From an optimization exercise on the open Yosys and OpenROAD flow, aimed at small area; shortcuts taken in it are not production practice. In this exercise RTL edits were held to simulation tests only and were not proved equivalent to the original. The clock port is modelled as an ideal driver, which makes a skipped or thinned clock tree look cheaper than it is; a real chip needs a root buffer or a tree.

Setup of main:
==> flow/design.v <==
module blink_led_BlinkLED
(
  input  clk,
  input  reset,
  input  led_in,
  input  led_we,
  output  led_out,
  output  run_busy,
  input  run_req
);
  localparam [2:0] ST_IDLE  = 3'b000;
  localparam [2:0] ST_EXIT  = 3'b001;
  localparam [2:0] ST_WAIT0 = 3'b010;
  localparam [2:0] ST_WAIT1 = 3'b011;
  localparam [2:0] ST_RUN0  = 3'b100;
  localparam [2:0] ST_RUN1  = 3'b110;
  localparam [24:0] POL  = 25'h1555555;
  localparam [24:0] LA   = 25'h1555555;
  localparam [24:0] LB   = 25'h0555555;
  localparam [24:0] TERM = 25'h0b3fbee;
  localparam [24:0] ID   = 25'h059fdf7;
  localparam [24:0] TMASK = 25'h1efffef;
  reg  [2:0]  st;
  reg         req_d;
  reg         led;
  reg  [24:0] cnt;      
  wire        run     = st[2];
  wire        ph      = st[1];
  wire [24:0] x       = cnt ^ POL;
  wire        term    = ((x ^ TERM) & TMASK) == 25'd0;
  wire        req_any = run_req | req_d;
  wire        restart = run_req & ~req_d & (run | (st[1:0] == 2'b00));
  wire        go      = run & ~restart & ~reset;
  assign led_out  = led;
  assign run_busy = ~(~st[2] & st[1] & ~st[0]);
  always @(posedge clk) begin
    if (reset) begin
      st    <= ST_IDLE;
      req_d <= 1'b0;
      led   <= 1'b0;
    end else begin
      req_d <= run_req;
      if (restart)
        st <= ST_WAIT1;
      else if (run)
        st <= {2'b10 | {1'b0, ph ^ term}, 1'b0};
      else case (st[1:0])
        2'b00:   st <= ST_EXIT;
        2'b01:   st <= ST_WAIT0;
        default: st <= req_any ? ST_RUN0 : ST_WAIT0;
      endcase
      if (term)
        led <= ~ph;
      else if (led_we)
        led <= led_in;
    end
  end
  always @(posedge clk) begin
    if (!go)
      cnt <= ID ^ POL;
    else if (term)
      cnt <= (ph ? LB : LA) ^ POL;
    else
      cnt <= {x[23:0], x[24] ^ x[21]} ^ POL;
  end
endmodule
Settings: LEC_CHECK=0, CAP_MARGIN=0, CORE_AREA=2.3 2.72 59.8 59.84, DIE_AREA=0 0 62.1 62.1, SLEW_MARGIN=0; clock period 5.0 ns.
standard.sh (not shown) runs the stock make flow with config.mk's settings and CLKGATE_MAP_FILE= SYNTH_SCRIPT=/design/flow/synth_recipe.tcl, a recipe that flattens the netlist after the stock synthesis.
==> flow/flow/run.sh <==
#!/bin/bash
# Layout flow: the standard synthesis script and ORFS flow, with
#  - synthesis run with an area-oriented ABC mapping script (abc_area.script,
#    used in place of ORFS's abc_speed.script; everything else in synthesis,
#    including synth_recipe.tcl, is unchanged, so the registers and their names
#    are those of the standard synthesis),
#  - port buffers of the smallest buffer cell (buf_1),
#  - a clock tree of one buffer at the flip-flops' centre (cts_hook.tcl)
#    instead of TritonCTS's H-tree (which builds five buffers for 30 sinks).
# Each step's full output goes to its own log here; ORFS's own per-stage
# logs are under orfs/logs/.
set -euo pipefail
W=$(pwd)
rm -rf "$W/scripts_area"
cp -r "$FLOW_HOME/scripts" "$W/scripts_area"
cp "$W/flow/abc_area.script" "$W/scripts_area/abc_speed.script"
bash standard.sh "SCRIPTS_DIR=$W/scripts_area" synth > "$W/synth.log" 2>&1
bash standard.sh \
  "BUFFER_PORTS_ARGS=-buffer_cell sky130_fd_sc_hd__buf_1" \
  "PRE_CTS_TCL=$W/flow/cts_hook.tcl" \
  finish > "$W/layout.log" 2>&1
==> flow/flow/abc_area.script <==
strash
&get -n
&fraig -x
&put
scorr
dc2
dretime
strash
&get -n
&dch -f
&nf -R 1000
&put
dnsize
==> flow/flow/cts_hook.tcl <==
# Sourced by ORFS's cts.tcl before it calls clock_tree_synthesis. Replaces
# that call: the clock port drives one buf_12 placed at the centre of the
# flip-flops, which drives every flip-flop clock pin (all sinks see the same
# single buffer, so no register is skewed against another).
rename clock_tree_synthesis orfs_clock_tree_synthesis
proc clock_tree_synthesis {args} {
  set block [ord::get_db_block]
  set net [$block findNet clk]
  set n 0
  set sx 0
  set sy 0
  foreach it [$net getITerms] {
    set inst [$it getInst]
    set bb [$inst getBBox]
    set sx [expr {$sx + ([$bb xMin] + [$bb xMax]) / 2}]
    set sy [expr {$sy + ([$bb yMin] + [$bb yMax]) / 2}]
    incr n
  }
  set dbu [$block getDbUnitsPerMicron]
  set x [expr {double($sx) / $n / $dbu}]
  set y [expr {double($sy) / $n / $dbu}]
  puts "clock buffer for $n sinks at ($x, $y)"
  insert_buffer -buffer_cell sky130_fd_sc_hd__buf_12 -net clk \
    -location [list $x $y] -buffer_name clkbuf_root -net_name clk_root
  set_propagated_clock [all_clocks]
}
Per the final summary, main finished and its layout is clean on timing, DRC and antenna.
Input changes introduced in the feature branch (baseline for comparison: main):
-- flow/design.v --
<<< main, line 15
  localparam [2:0] ST_RUN0  = 3'b100;
  localparam [2:0] ST_RUN1  = 3'b110;
  localparam [24:0] POL  = 25'h1555555;
  localparam [24:0] LA   = 25'h1555555;
  localparam [24:0] LB   = 25'h0555555;
  localparam [24:0] TERM = 25'h0b3fbee;
  localparam [24:0] ID   = 25'h059fdf7;
  localparam [24:0] TMASK = 25'h1efffef;
  reg  [2:0]  st;
  reg         req_d;
>>> the feature branch, line 15
  localparam [2:0] ST_RUN0  = 3'b100;
  localparam [2:0] ST_RUN1  = 3'b110;
  localparam [24:0] POL  = 25'h09a66b6;
  localparam [24:0] LA   = 25'h0a00157;
  localparam [24:0] LB   = 25'h0a80055;
  localparam [24:0] TERM = 25'h0c3006e;
  localparam [24:0] ID   = 25'h1618037;
  localparam [24:0] TMASK = 25'h1ffbfff;
  localparam [24:0] NEED = 25'h12e018a;
  localparam [24:0] FREE = 25'h0555524;
  reg  [2:0]  st;
  reg         req_d;
<<< main, line 56
    end
  end
  always @(posedge clk) begin
    if (!go)
      cnt <= ID ^ POL;
    else if (term)
      cnt <= (ph ? LB : LA) ^ POL;
    else
      cnt <= {x[23:0], x[24] ^ x[21]} ^ POL;
  end
endmodule
>>> the feature branch, line 58
    end
  end
  wire [24:0] step = {x[23:0], x[24] ^ x[2]};
  wire [24:0] load = ph ? LB : LA;
  wire [24:0] nrun = term ? ((load & NEED) | (step & ~NEED)) : step;
  always @(posedge clk)
    cnt <= (go ? nrun : ((ID & ~FREE) | (nrun & FREE))) ^ POL;
endmodule
--- outcome ---
Relative to main, the cell area measured on the feature branch has decreased slightly.
Diff main -> the feature branch | post-synthesis average cell area | up by a few percent
Between the feature branch and main, the layout sequential cell count figures differ only marginally.
Between main and the feature branch, the cell count went down.
Looking at maximum frequency, the feature branch sits below main.
The feature branch ended up with a lower utilization after layout than main did.
Area growth from synthesis to layout came out higher on the feature branch than on main.
As far as number of max-capacitance violations reported goes, the feature branch and main are indistinguishable; the numbers are identical.
The feature branch — portion of the clock cycle consumed by the worst path in the final layout 4.0 points higher, main as reference
Between the feature branch and main, it is the feature branch whose hold slack is lower, by 46 ps.
main vs the feature branch, master of the slowest instance on the critical path: nand2b_1 vs nor4_1
In every run of this note, the design's own scripts or RTL, not TritonCTS, make the clock network.

[port drivers added, routing unchanged]
In the flow no input, the clock included, has a driving cell. The finished layouts below were timed again as built, in two steps. Step 1 assumes that a clkbuf_16 drives the clock port and a buf_2 every other input. Step 2 adds t to the input delays and takes it off the output delays; t is the mean of the earliest and latest rising clock arrival at the registers after step 1. Input paths then give back, and output paths get back, about the clock's delay inside the block. Three values: ideal, step 1, step 2; two values: the first two.
run	t (ns)	slack for setup (ns)	hold slack, ns
main	0.170	2.761 / 2.770 / 2.601	0.397 / 0.397 / 0.397
the feature branch	0.167	2.561 / 2.561 / 2.561	0.351 / 0.351 / 0.351
After both steps every run listed still meets setup and hold. The setup slack of main, which loses most, moves by +0.009 ns with the drivers and by -0.160 ns with both steps.
